From an optimization exercise on the open Yosys and OpenROAD flow, aimed at small area; shortcuts taken in it are not production practice.
Where RTL was checked, it was by simulation tests only, not by an equivalence proof against the original.
Power is estimated from default activity; no workload was simulated.

## top
module top (
    input  wire clk,
    input  wire reset,
    input  wire rx,
    output wire tx
);
    reg [2:0] ph;      
    reg [1:0] x;       
    reg [2:0] q;       
    reg [4:0] s;       
    wire wend = (ph == 3'd7);
    wire tick = wend & (x == 2'd3) & (q == 3'd4);
    always @(posedge clk) begin
        ph <= ph + 3'd1;
        s  <= {s[3:0], (s[4] ^ s[2]) | (s == 5'd0)};
        if (reset) begin
            x <= 2'd0;
            q <= 3'd0;
        end else begin
            x <= x + {1'b0, wend};
            q <= {q[1:0], ~q[2] & ~q[1]};
        end
    end
    reg  [247:0] rf;
    wire tap = rf[247];
    wire lin;
    always @(posedge clk) rf <= {rf[246:0], lin};
    reg       inframe;
    reg [4:0] ib;            
    wire rxd = tick & inframe;
    always @(posedge clk) begin
        if (reset) begin
            inframe <= 1'b0;
            ib      <= 5'd0;
        end else begin
            ib <= ib + {4'd0, rxd};
            if (tick) begin
                if (!inframe) begin
                    if (!rx) inframe <= 1'b1;
                end else if (ib[2:0] == 3'd7) begin
                    inframe <= 1'b0;
                end
            end
        end
    end
    reg [15:0] sr;
    wire [4:0] rd  = sr[4:0];
    wire [2:0] f3  = sr[7:5];
    wire [7:0] imm = sr[15:8];
    wire [4:0] rs2 = sr[12:8];
    reg is_r, is_i, f7s;
    wire opc_hit = (sr[10:9] == 2'b11) & (sr[12:11] == 2'b00) & sr[13] & ~sr[15];
    always @(posedge clk) begin
        if (rxd && ib == 5'd7) begin
            is_r <= opc_hit & sr[14];
  ...
==> module top, before the edit <==
module top (
    input  wire clk,
    input  wire reset,
    input  wire rx,
    output wire tx
);
    reg [2:0] ph;      
    reg [1:0] x;       
    reg [2:0] q;       
    reg [4:0] s;       
    wire wend = (ph == 3'd7);
    wire tick = wend & (x == 2'd3) & (q == 3'd4);
    always @(posedge clk) begin
        ph <= ph + 3'd1;
        s  <= {s[3:0], (s[4] ^ s[2]) | (s == 5'd0)};
        if (reset) begin
            x <= 2'd0;
            q <= 3'd0;
        end else begin
            x <= x + {1'b0, wend};
            q <= {q[1:0], ~q[2] & ~q[1]};
        end
    end
    reg  [247:0] rf;
    wire tap = rf[247];
    wire lin;
    always @(posedge clk) rf <= {rf[246:0], lin};
    reg       inframe;
    reg [4:0] ib;            
    wire rxd = tick & inframe;
    always @(posedge clk) begin
        if (reset) begin
            inframe <= 1'b0;
            ib      <= 5'd0;
        end else begin
            ib <= ib + {4'd0, rxd};
            if (tick) begin
                if (!inframe) begin
                    if (!rx) inframe <= 1'b1;
                end else if (ib[2:0] == 3'd7) begin
                    inframe <= 1'b0;
                end
            end
        end
    end
    reg [15:0] sr;
    wire [4:0] rd  = sr[4:0];
    wire [2:0] f3  = sr[7:5];
    wire [7:0] imm = sr[15:8];
    wire [4:0] rs2 = sr[12:8];
    reg is_r, is_i, f7s;
    wire opc_hit = (sr[10:9] == 2'b11) & (sr[12:11] == 2'b00) & sr[13] & ~sr[15];
    always @(posedge clk) begin
        if (rxd && ib == 5'd7) begin
            is_r <= opc_hit & sr[14];
            is_i <= opc_hit & ~sr[14];
        end
        if (rxd) begin
            case (ib)
                5'd25: f7s <= ~rx;
                5'd30: f7s <= f7s & rx;
                5'd26, 5'd27, 5'd28, 5'd29, 5'd31: f7s <= f7s & ~rx;
                default: ;
            endcase
        end
    end
    wire ev27 = rxd & (ib == 5'd27);
    wire rs1_bit = (ib >= 5'd15) & (ib <= 5'd19);
    wire rs1_put = (ib >= 5'd16) & (ib <= 5'd20) & (ph == ib[2:0]);
    wire ev31 = rxd & (ib == 5'd31);
    localparam S_IDLE = 5'd2,  S_LAW = 5'd3,  S_LAD = 5'd4,  S_LBW = 5'd5,
               S_LBD  = 5'd6,  S_WT  = 5'd7,  S_EX0 = 5'd8,
               S_TW1  = 5'd16, S_TW2 = 5'd17, S_TST = 5'd18;
    reg [4:0] st;
    wire rs2z = (rs2 == 5'd0);
    wire wen  = (is_r | is_i) & (rd != 5'd0);
    wire d_w   = ~st[0] & ((st[4] & (st[3] | st[2])) | (st == 5'd0));
    wire d_s   =  st[0] & ((st[4] & (st[3] | st[2] | (st[1:0] == 2'b11))) | (st == 5'd1));
    wire twait = d_w | (st == S_TW1) | (st == S_TW2) | (st == S_TST);
    reg adv;
    always @* begin
        case (st)
            S_IDLE:  adv = ev27;
            S_LAW:   adv = rs1z | (s == rs1);
            S_LBW:   adv = is_i | rs2z | (s == rs2);
            S_WT:    adv = ev31;
            default: adv = ~twait | tick;
        endcase
    end
    always @(posedge clk) begin
        if (reset)
            st <= S_IDLE;
        else if (wend)
            st <= st + {4'd0, adv};
    end
    reg wr_act;
    always @(posedge clk)
        if (wend)
            wr_act <= (st == S_TW1 || st == S_TW2 || st == S_TST) && !tick && wen && (s == rd);
    reg  [7:0] acc;           
    reg        cy;
    wire a  = acc[7];
    wire b  = sr[8];
    wire shift = is_r & (f3 == 3'b101);
    wire sub   = is_r & (f3 == 3'b000) & f7s;
    wire sra   = shift & f7s;
    wire logic_op = (is_r | is_i) & f3[2] & (f3[1] | ~f3[0]);
    wire bb  = b ^ sub;
    wire cin = (ph == 3'd0) ? sub : cy;
    wire sum = a ^ bb ^ cin;
    wire co  = (a & bb) | (a & cin) | (bb & cin);
    wire lres = f3[1] ? (f3[0] ? (a & b) : (a | b)) : (a ^ b);
    wire res  = shift ? a : logic_op ? lres : sum;
    wire [2:0] shamt = (sra && imm[7:3] != 5'd0) ? 3'b111 : imm[2:0];
    wire fill = sra & cy;
    reg txr;
    always @(posedge clk) begin
        if (reset)
            txr <= 1'b1;
        else if (tick)
            txr <= (st == S_TW2) ? 1'b0 : (d_w || st == S_TST) ? acc[6] : 1'b1;
    end
    assign tx = txr;
    wire sh_pass = shift && (st[4:3] == 2'b01) && (st[2:0] != 3'd0) && (st[2:0] <= shamt);
    reg ain;
    always @* begin
        ain = a;
        if (rs1_put)
            ain = cy;
        else if (st == S_LAD)
            ain = tap & ~cy;
        else if (st == S_EX0)
            ain = res;
        else if (sh_pass || d_s)
            ain = wend ? fill : acc[6];
    end
    wire [4:0] rs1 = {acc[2], acc[3], acc[4], acc[5], acc[6]};    
    wire rs1z = (rs1 == 5'd0);
    always @(posedge clk) begin
        acc <= {acc[6:0], ain};
        if (rxd && rs1_bit) cy <= rx;
        else if (st == S_LAW) cy <= rs1z;      
        else if (st == S_LBW) cy <= rs2z;      
        else if (st == S_EX0) cy <= shift ? a : co;
    end
    wire sr_rx = rxd & (ib < 5'd28) & ~rs1_bit;
    always @(posedge clk) begin
        if (sr_rx)
            sr <= {rx, sr[15:1]};
        else if (st == S_LBD && !is_i)
            sr[15:8] <= {tap & ~cy, sr[15:9]};
        else if (st == S_EX0)
            sr[15:8] <= {sr[8], sr[15:9]};
    end
    assign lin = wr_act ? a : tap;
endmodule
clock: 10.0 ns
lec_check: 0
cap_margin: 0
core_margin: 2
core_utilization: 60
cts_buf_list: sky130_fd_sc_hd__clkbuf_8
cts_cluster_diameter: 60
cts_cluster_size: 20
place_density: 0.75
slew_margin: 0
run.sh (not shown) runs the stock make flow with config.mk's settings and CLKGATE_MAP_FILE= SYNTH_SCRIPT=/design/flow/synth_recipe.tcl, a recipe that flattens the netlist after the stock synthesis.
==> next run, changes <==
--- a/flow/design.v
+++ b/flow/design.v
@@ -42,21 +42,22 @@
                     inframe <= 1'b0;
                 end
             end
         end
     end
-    reg [15:0] sr;
+    reg [20:0] sr;
     wire [4:0] rd  = sr[4:0];
     wire [2:0] f3  = sr[7:5];
-    wire [7:0] imm = sr[15:8];
-    wire [4:0] rs2 = sr[12:8];
+    wire [4:0] rs1 = sr[12:8];
+    wire [7:0] imm = sr[20:13];
+    wire [4:0] rs2 = sr[17:13];
     reg is_r, is_i, f7s;
-    wire opc_hit = (sr[10:9] == 2'b11) & (sr[12:11] == 2'b00) & sr[13] & ~sr[15];
+    wire opc_hit = (sr[15:14] == 2'b11) & (sr[17:16] == 2'b00) & sr[18] & ~sr[20];
     always @(posedge clk) begin
         if (rxd && ib == 5'd7) begin
-            is_r <= opc_hit & sr[14];
-            is_i <= opc_hit & ~sr[14];
+            is_r <= opc_hit & sr[19];
+            is_i <= opc_hit & ~sr[19];
         end
         if (rxd) begin
             case (ib)
                 5'd25: f7s <= ~rx;
                 5'd30: f7s <= f7s & rx;
@@ -64,17 +65,16 @@
                 default: ;
             endcase
         end
     end
     wire ev27 = rxd & (ib == 5'd27);
-    wire rs1_bit = (ib >= 5'd15) & (ib <= 5'd19);
-    wire rs1_put = (ib >= 5'd16) & (ib <= 5'd20) & (ph == ib[2:0]);
     wire ev31 = rxd & (ib == 5'd31);
     localparam S_IDLE = 5'd2,  S_LAW = 5'd3,  S_LAD = 5'd4,  S_LBW = 5'd5,
                S_LBD  = 5'd6,  S_WT  = 5'd7,  S_EX0 = 5'd8,
                S_TW1  = 5'd16, S_TW2 = 5'd17, S_TST = 5'd18;
     reg [4:0] st;
+    wire rs1z = (rs1 == 5'd0);
     wire rs2z = (rs2 == 5'd0);
     wire wen  = (is_r | is_i) & (rd != 5'd0);
     wire d_w   = ~st[0] & ((st[4] & (st[3] | st[2])) | (st == 5'd0));
     wire d_s   =  st[0] & ((st[4] & (st[3] | st[2] | (st[1:0] == 2'b11))) | (st == 5'd1));
     wire twait = d_w | (st == S_TW1) | (st == S_TW2) | (st == S_TST);
@@ -99,11 +99,11 @@
         if (wend)
             wr_act <= (st == S_TW1 || st == S_TW2 || st == S_TST) && !tick && wen && (s == rd);
     reg  [7:0] acc;           
     reg        cy;
     wire a  = acc[7];
-    wire b  = sr[8];
+    wire b  = sr[13];
     wire shift = is_r & (f3 == 3'b101);
     wire sub   = is_r & (f3 == 3'b000) & f7s;
     wire sra   = shift & f7s;
     wire logic_op = (is_r | is_i) & f3[2] & (f3[1] | ~f3[0]);
     wire bb  = b ^ sub;
@@ -124,34 +124,28 @@
     assign tx = txr;
     wire sh_pass = shift && (st[4:3] == 2'b01) && (st[2:0] != 3'd0) && (st[2:0] <= shamt);
     reg ain;
     always @* begin
         ain = a;
-        if (rs1_put)
-            ain = cy;
-        else if (st == S_LAD)
-            ain = tap & ~cy;
+        if (st == S_LAD)
+            ain = tap & ~rs1z;
         else if (st == S_EX0)
             ain = res;
         else if (sh_pass || d_s)
             ain = wend ? fill : acc[6];
     end
-    wire [4:0] rs1 = {acc[2], acc[3], acc[4], acc[5], acc[6]};    
-    wire rs1z = (rs1 == 5'd0);
     always @(posedge clk) begin
         acc <= {acc[6:0], ain};
-        if (rxd && rs1_bit) cy <= rx;
-        else if (st == S_LAW) cy <= rs1z;      
-        else if (st == S_LBW) cy <= rs2z;      
+        if (st == S_LBW) cy <= rs2z;           
         else if (st == S_EX0) cy <= shift ? a : co;
     end
-    wire sr_rx = rxd & (ib < 5'd28) & ~rs1_bit;
+    wire sr_rx = rxd & (ib < 5'd28);
     always @(posedge clk) begin
         if (sr_rx)
-            sr <= {rx, sr[15:1]};
+            sr <= {rx, sr[20:1]};
         else if (st == S_LBD && !is_i)
-            sr[15:8] <= {tap & ~cy, sr[15:9]};
+            sr[20:13] <= {tap & ~cy, sr[20:14]};
         else if (st == S_EX0)
-            sr[15:8] <= {sr[8], sr[15:9]};
+            sr[20:13] <= {sr[13], sr[20:14]};
     end
     assign lin = wr_act ? a : tap;
 endmodule
After rerunning: The changed run ran to the end with no violations. Wire length decreases by 4.5%. Sequential power stays flat. Final cell count is lower by 2.1%. Design area is about the same. Sequential share of layout area climbs by 1.8 points. First-iteration DRC count is lower by about 19%. Non-clock buffer count stays the same. Die area hardly moves. Via count came out lower by about 1.7%. Fmax stays flat. Clock skew hardly moves.
The RTL of the first run of this note was laid out without a check of its function.

[what the ideal ports hide]
In the flow no input, the clock included, has a driving cell. The finished layouts below were timed again as built, in two steps.
Step 1, drivers: a clkbuf_16 drives clk and a buf_2 each remaining input, both assumed.
Step 2 times the ports against the registers' clock, not the clock port: input delays grow and output delays shrink by t, the midpoint of the rising clock arrivals with the driver on.
a / b / c = no drivers / after step 1 / after step 2; a / b = the first two.
run | shift t [ns] | setup WS [ns] | hold slack, ns | worst register clock-pin slew, ns
the first run | 0.528 | 6.638 / 6.604 / 6.780 | 0.325 / 0.325 / 0.325 | 0.12 / 0.12
the second run | 0.532 | 6.629 / 6.594 / 6.809 | 0.322 / 0.322 / 0.322 | 0.12 / 0.12
After both steps setup and hold are still met in every run listed.
